This is an optimization exercise on Yosys and OpenROAD, whose aim is small area and a short achievable clock period, not a production implementation. The RTL was checked by simulation tests, not by an equivalence proof against the original design.

==> build 50 <==
==> flow/design.v (excerpt) <==
module MedianFilter#
  (parameter row = 430, col = 554)
  (input            clk,
  input signed[31:0]pixel,
  input       [7:0] data_in_0, data_in_1, data_in_2,
  input       [7:0] data_in_3, data_in_4, data_in_5,
  input       [7:0] data_in_6, data_in_7, data_in_8,
  output            done,
  output reg  [7:0]data_filtered);
  function ge8;
    input [7:0] a, b;
    integer i;
    reg g;
    begin
      g = 1'b1;
      for (i = 0; i < 8; i = i + 1)
        g = (a[i] & ~b[i]) | (a[i] & g) | (~b[i] & g);
      ge8 = g;
    end
  endfunction
  function [7:0] med3;
    input [7:0] a, b, c;
    input       mid;
    reg gab, gbc, gac, sa, sb, sc;
    begin
      gab = ge8(a, b);
      gbc = ge8(b, c);
      gac = ge8(a, c);
      sa  = ~mid & (gab ^ gac);
      sb  = mid | ~(gab ^ gbc);
      sc  = ~mid & (gac ^ gbc);
      med3 = ({8{sa}} & a) | ({8{sb}} & b) | ({8{sc}} & c);
    end
  endfunction
  wire [17:0] s = pixel[17:0];
  wire lo18 = ~pixel[31] & ~|pixel[30:18];    
  wire inimg = lo18 & (s <= 18'd238219);      
  wire fl = ~pixel[31] & ~|pixel[30:9] & (pixel[8:0] < 9'd430);
  wire fr = inimg & (s >= 18'd237790);
  wire lr = fl | fr;
  wire [8:0] w = s[7:1] + {2'b0, ~s[14:8]} + s[17:15] + s[0];
  ...
==> module MedianFilter, before the edit <==
module MedianFilter#
  (parameter row = 430, col = 554)
  (input            clk,
  input signed[31:0]pixel,
  input       [7:0] data_in_0, data_in_1, data_in_2,
  input       [7:0] data_in_3, data_in_4, data_in_5,
  input       [7:0] data_in_6, data_in_7, data_in_8,
  output            done,
  output reg  [7:0]data_filtered);
  function ge8;
    input [7:0] a, b;
    integer i;
    reg g;
    begin
      g = 1'b1;
      for (i = 0; i < 8; i = i + 1)
        g = (a[i] & ~b[i]) | (a[i] & g) | (~b[i] & g);
      ge8 = g;
    end
  endfunction
  function [7:0] med3;
    input [7:0] a, b, c;
    input       mid;
    reg gab, gbc, gac, sa, sb, sc;
    begin
      gab = ge8(a, b);
      gbc = ge8(b, c);
      gac = ge8(a, c);
      sa  = ~mid & (gab ^ gac);
      sb  = mid | ~(gab ^ gbc);
      sc  = ~mid & (gac ^ gbc);
      med3 = ({8{sa}} & a) | ({8{sb}} & b) | ({8{sc}} & c);
    end
  endfunction
  wire [17:0] s = pixel[17:0];
  wire lo18 = ~pixel[31] & ~|pixel[30:18];    
  wire inimg = lo18 & (s <= 18'd238219);      
  wire fl = ~pixel[31] & ~|pixel[30:9] & (pixel[8:0] < 9'd430);
  wire fr = inimg & (s >= 18'd237790);
  wire lr = fl | fr;
  wire [8:0] w = s[7:1] + {2'b0, ~s[14:8]} + s[17:15] + s[0];
  wire z43 = (w == 9'd41) | (w == 9'd84) | (w == 9'd127) |
             (w == 9'd170) | (w == 9'd213) | (w == 9'd256);
  wire [5:0] h = s[4:1] + s[8:5] + s[12:9] + s[16:13] + s[17] + s[0];
  wire z5 = (h == 6'd0) | (h == 6'd5) | (h == 6'd10) | (h == 6'd15) |
            (h == 6'd20) | (h == 6'd25) | (h == 6'd30) | (h == 6'd35) |
            (h == 6'd40) | (h == 6'd45) | (h == 6'd50) | (h == 6'd55) |
            (h == 6'd60);
  wire tb = inimg & z43 & z5;
  wire [7:0] m0 = med3(data_in_0, data_in_1, data_in_2, lr);
  wire [7:0] m1 = med3(data_in_3, data_in_4, data_in_5, lr);
  wire [7:0] m2 = med3(data_in_6, data_in_7, data_in_8, lr);
  always @(posedge clk)
    data_filtered <= med3(m0, m1, m2, tb);
  assign done = (pixel >= row*col-1) ? 1'b1 : 1'b0;
endmodule
clock: 33.0 ns
lec_check: 0
cap_margin: 20
core_margin: 2
core_utilization: 40
slew_margin: 20
run.sh (not shown) runs the stock make flow with config.mk's settings and CLKGATE_MAP_FILE= SYNTH_SCRIPT=/design/flow/synth_recipe.tcl, a recipe that flattens the netlist after the stock synthesis.
==> trial 76 (differences from build 50) <==
==> flow/design.v (replaced) <==
module MedianFilter#
  (parameter row = 430, col = 554)
  (input            clk,
  input signed[31:0]pixel,
  input       [7:0] data_in_0, data_in_1, data_in_2,
  input       [7:0] data_in_3, data_in_4, data_in_5,
  input       [7:0] data_in_6, data_in_7, data_in_8,
  output            done,
  output reg  [7:0]data_filtered);
  parameter angle0=0, angle1=1, angle2=2, angle3=3, 
            top_edge=4, bot_edge=5, left_edge=6, right_edge=7, 
            full_area=8;
  reg         [3:0]area;
  function [7:0] filter_3;
    input  [7:0]e_0;
    input  [7:0]e_1;
    input  [7:0]e_2;
    begin
      filter_3 = e_2;
      if(e_0 >= e_2 && e_0 <= e_1)
		    filter_3 = e_0;
		  else if(e_0 >= e_1 && e_0 <= e_2)
		    filter_3 = e_0;
	    else if(e_1 >= e_0 && e_1 <= e_2)
		    filter_3 = e_1;
	    else if(e_1 >= e_2 && e_1 <= e_0)
		    filter_3 = e_1;
	    else if(e_2 >= e_0 && e_2 <= e_1)
		    filter_3 = e_2;
	    else if(e_2 >= e_1 && e_2 <= e_0)
		    filter_3 = e_2;
    end
  endfunction
  function  [7:0] filter_9;
    input	  [7:0] e0_0;
    input	  [7:0] e0_1;
    input	  [7:0] e0_2;
    input	  [7:0] e1_0;
    input	  [7:0] e1_1;
    input	  [7:0] e1_2;
    input	  [7:0] e2_0;
    input	  [7:0] e2_1;
    input	  [7:0] e2_2;
    reg   	 [7:0] median_1;
    reg     [7:0] median_2;
    reg     [7:0] median_3;
    begin
      median_1 = filter_3(e0_0, e0_1, e0_2);
      median_2 = filter_3(e1_0, e1_1, e1_2);
      median_3 = filter_3(e2_0, e2_1, e2_2);
      filter_9 = filter_3(median_1, median_2, median_3);
    end
  endfunction 
  always@(posedge clk)
  begin
    if( pixel==0 ) 
      begin
        area = angle0;
      end
    else begin
      if( pixel==(row-1) )
        begin
          area = angle1;
        end
      else begin
        if( pixel==(row*(col-1)) )
          begin
            area = angle2;
          end
        else begin
          if( pixel==(row*col-1) )
            begin
              area = angle3;
            end
          else begin
            if( (pixel%row)==0 && pixel>0 && pixel<(row*(col-1)) )
              begin
                area = top_edge;
              end
            else begin
              if( ((pixel+1)%row)==0 && pixel>(row-1) && pixel<(row*col-1) )
                begin
                  area = bot_edge;
                end
              else begin
                if( pixel>=1 && pixel<=(row-2) )
                  begin
                   	area = left_edge;
                 	end
                else begin
                  if( pixel>=(row*(col-1)+1) && pixel<=(row*col-2) )
                    begin
                      area = right_edge;
                    end
                  else begin
                      area = full_area;
                    end
                end
              end
            end
          end
        end
      end
    end
    case (area)
      angle0:
      begin
        data_filtered = filter_9(data_in_4, data_in_4, data_in_5,
                                 data_in_4, data_in_4, data_in_5,
                                 data_in_7, data_in_7, data_in_8);
      end
      angle1:
      begin
        data_filtered = filter_9(data_in_1, data_in_1, data_in_2,
                                 data_in_4, data_in_4, data_in_5,
                                 data_in_4, data_in_4, data_in_5);
      end
      angle2:
      begin
        data_filtered = filter_9(data_in_3, data_in_4, data_in_4,
                                 data_in_3, data_in_4, data_in_4,
                                 data_in_6, data_in_7, data_in_7);
      end
      angle3:
      begin
        data_filtered = filter_9(data_in_0, data_in_1, data_in_1,
                                 data_in_3, data_in_4, data_in_4,
                                 data_in_3, data_in_4, data_in_4);
      end
      top_edge:
      begin
        data_filtered = filter_9(data_in_3, data_in_4, data_in_5,
                                 data_in_3, data_in_4, data_in_5,
                                 data_in_6, data_in_7, data_in_8);
      end
      bot_edge:
      begin
        data_filtered = filter_9(data_in_0, data_in_1, data_in_2,
                                 data_in_3, data_in_4, data_in_5,
                                 data_in_3, data_in_4, data_in_5);
      end
      left_edge:
      begin
        data_filtered = filter_9(data_in_1, data_in_1, data_in_2,
                                 data_in_4, data_in_4, data_in_5,
                                 data_in_7, data_in_7, data_in_8);
      end
      right_edge:
      begin
        data_filtered = filter_9(data_in_0, data_in_1, data_in_1,
                                 data_in_3, data_in_4, data_in_4,
                                 data_in_6, data_in_7, data_in_7);
      end
      full_area:
      begin
        data_filtered = filter_9(data_in_0, data_in_1, data_in_2,
                                 data_in_3, data_in_4, data_in_5,
                                 data_in_6, data_in_7, data_in_8);
      end
    endcase 
  end
    assign done = (pixel>=row*col-1) ? 1 : 0;           
endmodule
==> trial 24 (differences from build 50) <==
==> flow/flow/run.sh (new file) <==
#!/bin/bash
# Layout flow: the standard flow, except that
#  - synthesis maps the logic with an area-oriented ABC script (flow/area.abc);
#    everything else in synthesis, registers included, is as standard.sh synth does it;
#  - the port buffers are the smallest buffer, sky130_fd_sc_hd__buf_1.
# Each tool's output goes to a log file of its own in this folder.
set -euo pipefail
W=$PWD
R=$W/orfs/results/$FLOW_PLATFORM/MedianFilter/base

# 1. The standard synthesis, kept for reference.
bash standard.sh synth > 1_standard_synth.log 2>&1
cp $R/1_2_yosys.v $W/standard_1_2_yosys.v

# 2. The same synthesis with the area ABC script; it replaces 1_2_yosys.v.
MY_ABC_SCRIPT=$W/flow/area.abc make -C $FLOW_HOME DESIGN_CONFIG=$W/config.mk \
  WORK_HOME=$W/orfs CLKGATE_MAP_FILE= SYNTH_SCRIPT=$W/flow/my_synth.tcl \
  do-yosys > 2_area_synth.log 2>&1
cp $W/orfs/logs/$FLOW_PLATFORM/MedianFilter/base/1_2_yosys.log $W/2_area_synth_yosys.log

# The registers must be the standard synthesis's: same names, same cells.
regs() { grep -E '^\s*sky130_fd_sc_hd__(df|ed|sd)[a-z0-9_]*\s' "$1" | awk '{print $1, $2}' | sort; }
if ! diff <(regs $W/standard_1_2_yosys.v) <(regs $R/1_2_yosys.v) > 3_register_check.log 2>&1; then
  echo "register mismatch" >> 3_register_check.log
  exit 1
fi

# 3. The rest of the standard flow, from 1_synth.odb to the final DEF.
BUFFER_PORTS_ARGS="-buffer_cell sky130_fd_sc_hd__buf_1" bash standard.sh finish > 4_layout.log 2>&1
==> flow/flow/area.abc (new file) <==
strash
&get -n
&fraig -x
&put
scorr
dc2
dretime
strash
&get -n
&dch -f
&nf -a
&put
==> flow/flow/my_synth.tcl (new file) <==
# The standard synthesis (synth_recipe.tcl), with ABC run on this flow's own
# script in place of ORFS's abc_speed/abc_area script.
proc synth {args} { yosys synth -nofsm -noshare {*}$args }
proc abc {args} {
  set i [lsearch -exact $args -script]
  if {$i >= 0} { lset args [expr {$i + 1}] $::env(MY_ABC_SCRIPT) }
  set j [lsearch -exact $args -D]
  if {$j >= 0} { set args [lreplace $args $j [expr {$j + 1}]] }
  yosys abc {*}$args
}
source $::env(SCRIPTS_DIR)/synth.tcl
# left out here: clear keep_hierarchy, flatten, clean up, hide names made inside functions, write 1_2_yosys.v
==> flow/standard.sh (new file) <==
#!/bin/bash
# synth_recipe.tcl (not shown) runs the flow's synth.tcl, then flattens the netlist and writes it again
# the make line also repeats each setting of config.mk as NAME=value (left out here)
make -C /OpenROAD-flow-scripts/flow DESIGN_CONFIG=/design/flow/config.mk WORK_HOME=/design/flow/orfs CLKGATE_MAP_FILE= SYNTH_SCRIPT=/design/flow/synth_recipe.tcl "${@:-finish}"
removed: flow/run.sh
==> run notes <==
* Cell taking the most area after synthesis: fa_1
- After legalization and detailed placement, the total HPWL measured 7.93 mm.
- The run finished with no timing, DRC or antenna violations.
- Area share of the leading cell type in the synthesized netlist: roughly 8.7%
- DIE AREA: 8160 sq um
* Met3 track utilization from global routing: between 1.5 and 2%
# the run above: trial 24

==> run notes <==
- The flow ran to the end and the layout has no timing, DRC or antenna violations.
- After legalization and detailed placement, the total HPWL measured 75.9 mm.
* Cell with the biggest individual delay on the critical path: or4_4
- The worst setup path is of the primary input to flop kind.
- Sum of buffers and inverters on the critical path: 3
- ha_1 takes more of the synthesized area than any other cell.
- Met3 track utilization from global routing: between 1.5 and 2%
- For this run, combinational gates with multiple inputs come to 3692.
- DIE AREA: 71000 sq um
# the run above: trial 76

==> run notes <==
- Once detailed placement completed, the half-perimeter wirelength came to ~11 mm.
* Result of the run: finished clean
* Count of mapped cells out of synthesis: about 540
* Total number of clock tree sinks: 8
* Multi-input combinational area share: 67.9%
- Dividing the detail-routed wire length by the instance count gives approximately 17 microns.
- The largest single stage delay on the critical path is a little under 600 ps.
- Area share of the leading cell type in the synthesized netlist: under 10%
* Cell taking the most area after synthesis: fa_1
- Pre-CTS setup slack: between 15000 and 20000 ps
- Maximum net fanout on the critical path: 6
* Post-detailed-route DRC marker count: 0
# the run above: build 50

[what the ideal ports hide]
In the flow no input, the clock included, has a driving cell. The finished layouts below were timed again as built, in two steps. Step 1, drivers: a clkbuf_16 drives clk and a buf_2 each remaining input, both assumed. Step 2 times the ports against the registers' clock, not the clock port: input delays grow and output delays shrink by t, the midpoint of the rising clock arrivals with the driver on. a / b / c = ideal ports / drivers / drivers and shift; a / b = the first two.
| run | shift t [ns] | slack for setup (ns) | worst setup path at the end | worst register clock-pin slew, ns |
|---|---|---|---|---|
| build 50 | 0.240 | 17.761 / 17.732 / 17.732 | input to output | 0.04 / 0.04 |
| trial 76 | 0.269 | 1.391 / 1.387 / 1.118 | input to register | 0.04 / 0.04 |
| trial 24 | 0.249 | 18.320 / 18.298 / 18.298 | input to output | 0.04 / 0.04 |
After both steps every run listed still meets setup and hold. For trial 76, which loses most, drivers alone change the setup slack by -0.004 ns; drivers and shift together by -0.273 ns.
